What follows belongs to an exercise in optimizing a design on an open flow for small area; a production flow would make more cautious choices. Function was checked by simulation only, so behaviour that the tests miss may differ from the original. Power is estimated from default activity; no workload was simulated.

== alpha ==
// MemChecker
module MemChecker(
  input          clock,
  input          reset,
  output [31:0]  io_mem_address,
  output [63:0]  io_mem_byteenable,
  output         io_mem_read,
  input  [511:0] io_mem_readdata,
  input  [1:0]   io_mem_response,
  output         io_mem_write,
  output [511:0] io_mem_writedata,
  input          io_mem_waitrequest,
  input          io_mem_readdatavalid,
  input          io_mem_writeresponsevalid,
  output [7:0]   io_mem_burstcount,
  output         io_ctrl_AW_ready,
  input          io_ctrl_AW_valid,
  input  [7:0]   io_ctrl_AW_bits_addr,
  input  [2:0]   io_ctrl_AW_bits_prot,
  output         io_ctrl_W_ready,
  input          io_ctrl_W_valid,
  input  [31:0]  io_ctrl_W_bits_wdata,
  input  [3:0]   io_ctrl_W_bits_wstrb,
  input          io_ctrl_B_ready,
  output         io_ctrl_B_valid,
  output [1:0]   io_ctrl_B_bits,
  output         io_ctrl_AR_ready,
  input          io_ctrl_AR_valid,
  input  [7:0]   io_ctrl_AR_bits_addr,
  input  [2:0]   io_ctrl_AR_bits_prot,
  input          io_ctrl_R_ready,
  output         io_ctrl_R_valid,
  output [31:0]  io_ctrl_R_bits_rdata,
  output [1:0]   io_ctrl_R_bits_rresp
);
  reg         reset_d;     
  always @(posedge clock) reset_d <= reset;
  reg  [1:0]  state_wr;    
  reg         wr_en;
  reg  [5:0]  wr_addr;
  reg  [31:0] wr_data;
  reg  [1:0]  state_rd;    
  reg  [5:0]  rd_addr;
  reg  [31:0] rd_data;
  wire wr_s0 = state_wr == 2'd0;
  wire wr_s1 = state_wr == 2'd1;
  wire wr_s2 = state_wr == 2'd2;
  wire wr_s3 = state_wr == 2'd3;
  wire aw_rdy = wr_s0 | wr_s2;
  wire w_rdy  = wr_s0 | wr_s1;
  always @(posedge clock) begin
    if (reset) begin
      state_wr <= 2'd0;
    end else begin
      case (state_wr)
        2'd0: state_wr <= io_ctrl_AW_valid ? (io_ctrl_W_valid ? 2'd3 : 2'd1) : (io_ctrl_W_valid ? 2'd2 : 2'd0);
        2'd1: if (io_ctrl_W_valid) state_wr <= 2'd3;
        2'd2: if (io_ctrl_AW_valid) state_wr <= 2'd3;
        default: if (io_ctrl_B_ready) state_wr <= 2'd0;
      endcase
    end
  ...
For scale: ~4,000 cells after synthesis, roughly 1,200 I/O pins.
clock: 10.0 ns
lec_check: 0
abc_area: 0
cap_margin: 20
core_area: 3 3 422 422
die_area: 0 0 425 425
place_density: 0.75
slew_margin: 20
standard.sh (not shown) runs the stock make flow with config.mk's settings and CLKGATE_MAP_FILE= SYNTH_SCRIPT=/design/flow/synth_recipe.tcl, a recipe that flattens the netlist after the stock synthesis.
==> flow/flow/run.sh <==
#!/bin/bash
# Layout flow: the standard flow (standard.sh) with these changes to how the layout is built:
#  - synthesis is standard.sh's own, except that ABC maps the logic with an area-oriented
#    script (flow/abc_area_nf.script: &dch then &nf -a) instead of ORFS's abc_speed.script;
#    the flip-flops, their names and cell types come out as in the standard synthesis;
#  - the port buffers that buffer_ports inserts use the smallest buffer cell (buf_1);
#  - clock tree synthesis runs without dummy loads, with clkbuf_4/clkbuf_8 and sink clusters of
#    up to 16 flip-flops within 60 um.
# Output: synth.log (synthesis), standard.log (the rest of the flow); ORFS's logs under orfs/logs.
set -euo pipefail
work=$(pwd)
rm -rf "$work/orfs_scripts"
cp -r "$FLOW_HOME/scripts" "$work/orfs_scripts"
cp "$work/flow/abc_area_nf.script" "$work/orfs_scripts/abc_speed.script"
SCRIPTS_DIR="$work/orfs_scripts" bash standard.sh synth > synth.log 2>&1
export BUFFER_PORTS_ARGS="-buffer_cell sky130_fd_sc_hd__buf_1"
export CTS_ARGS="-sink_clustering_enable -repair_clock_nets -dont_use_dummy_load -buf_list {sky130_fd_sc_hd__clkbuf_4 sky130_fd_sc_hd__clkbuf_8} -sink_clustering_size 16 -sink_clustering_max_diameter 60"
bash standard.sh > standard.log 2>&1
==> flow/flow/abc_area_nf.script <==
&get -n
&st
&dch
&nf -a -R 10000 -E 1000
&put
Here is what was changed in the inputs of beta compared with alpha.
-- flow/flow/run.sh --
<<< alpha, line 4
#    script (flow/abc_area_nf.script: &dch then &nf -a) instead of ORFS's abc_speed.script;
#    the flip-flops, their names and cell types come out as in the standard synthesis;
>>> beta, line 4
#    script (flow/abc_area_nf.script) instead of ORFS's abc_speed.script; the flip-flops,
#    their names and cell types come out as in the standard synthesis;
<<< alpha, line 7
#  - clock tree synthesis runs without dummy loads, with clkbuf_4/clkbuf_8 and sink clusters of
#    up to 16 flip-flops within 60 um.
>>> beta, line 7
#  - clock tree synthesis runs without dummy loads.
<<< alpha, line 17
export CTS_ARGS="-sink_clustering_enable -repair_clock_nets -dont_use_dummy_load -buf_list {sky130_fd_sc_hd__clkbuf_4 sky130_fd_sc_hd__clkbuf_8} -sink_clustering_size 16 -sink_clustering_max_diameter 60"
>>> beta, line 16
export CTS_ARGS="-sink_clustering_enable -repair_clock_nets -dont_use_dummy_load -buf_list {sky130_fd_sc_hd__clkbuf_4 sky130_fd_sc_hd__clkbuf_8}"
Findings:
Cmp beta and alpha / internal portion of total power / lower: alpha
Diff alpha -> beta | total power of the final layout | up by a few percent
Reported for beta and alpha, cell area after placement turned out identical to the last digit.

## re-timing with driven ports
Ports are ideal in the flow. The routed layouts listed here were re-timed in OpenROAD. Step 1: set_driving_cell puts a clkbuf_16 on clock and a buf_2 on each other input, an assumption about the parent block. Step 2 adds t to the input delays and takes it off the output delays; t is the mean of the earliest and latest rising clock arrival at the registers after step 1. Input paths then give back, and output paths get back, about the clock's delay inside the block. a / b / c = ideal / step 1 / step 2; a / b = the first two.
run | t (ns) | setup WS [ns] | worst data-port slew with drivers (ns)
alpha | 0.691 | 1.492 / 1.436 / 0.745 | 0.23
beta | 0.702 | 1.469 / 1.414 / 0.712 | 0.23
After both steps every run listed still meets setup and hold. For beta, which loses most, drivers alone change the setup slack by -0.055 ns; drivers and shift together by -0.757 ns.
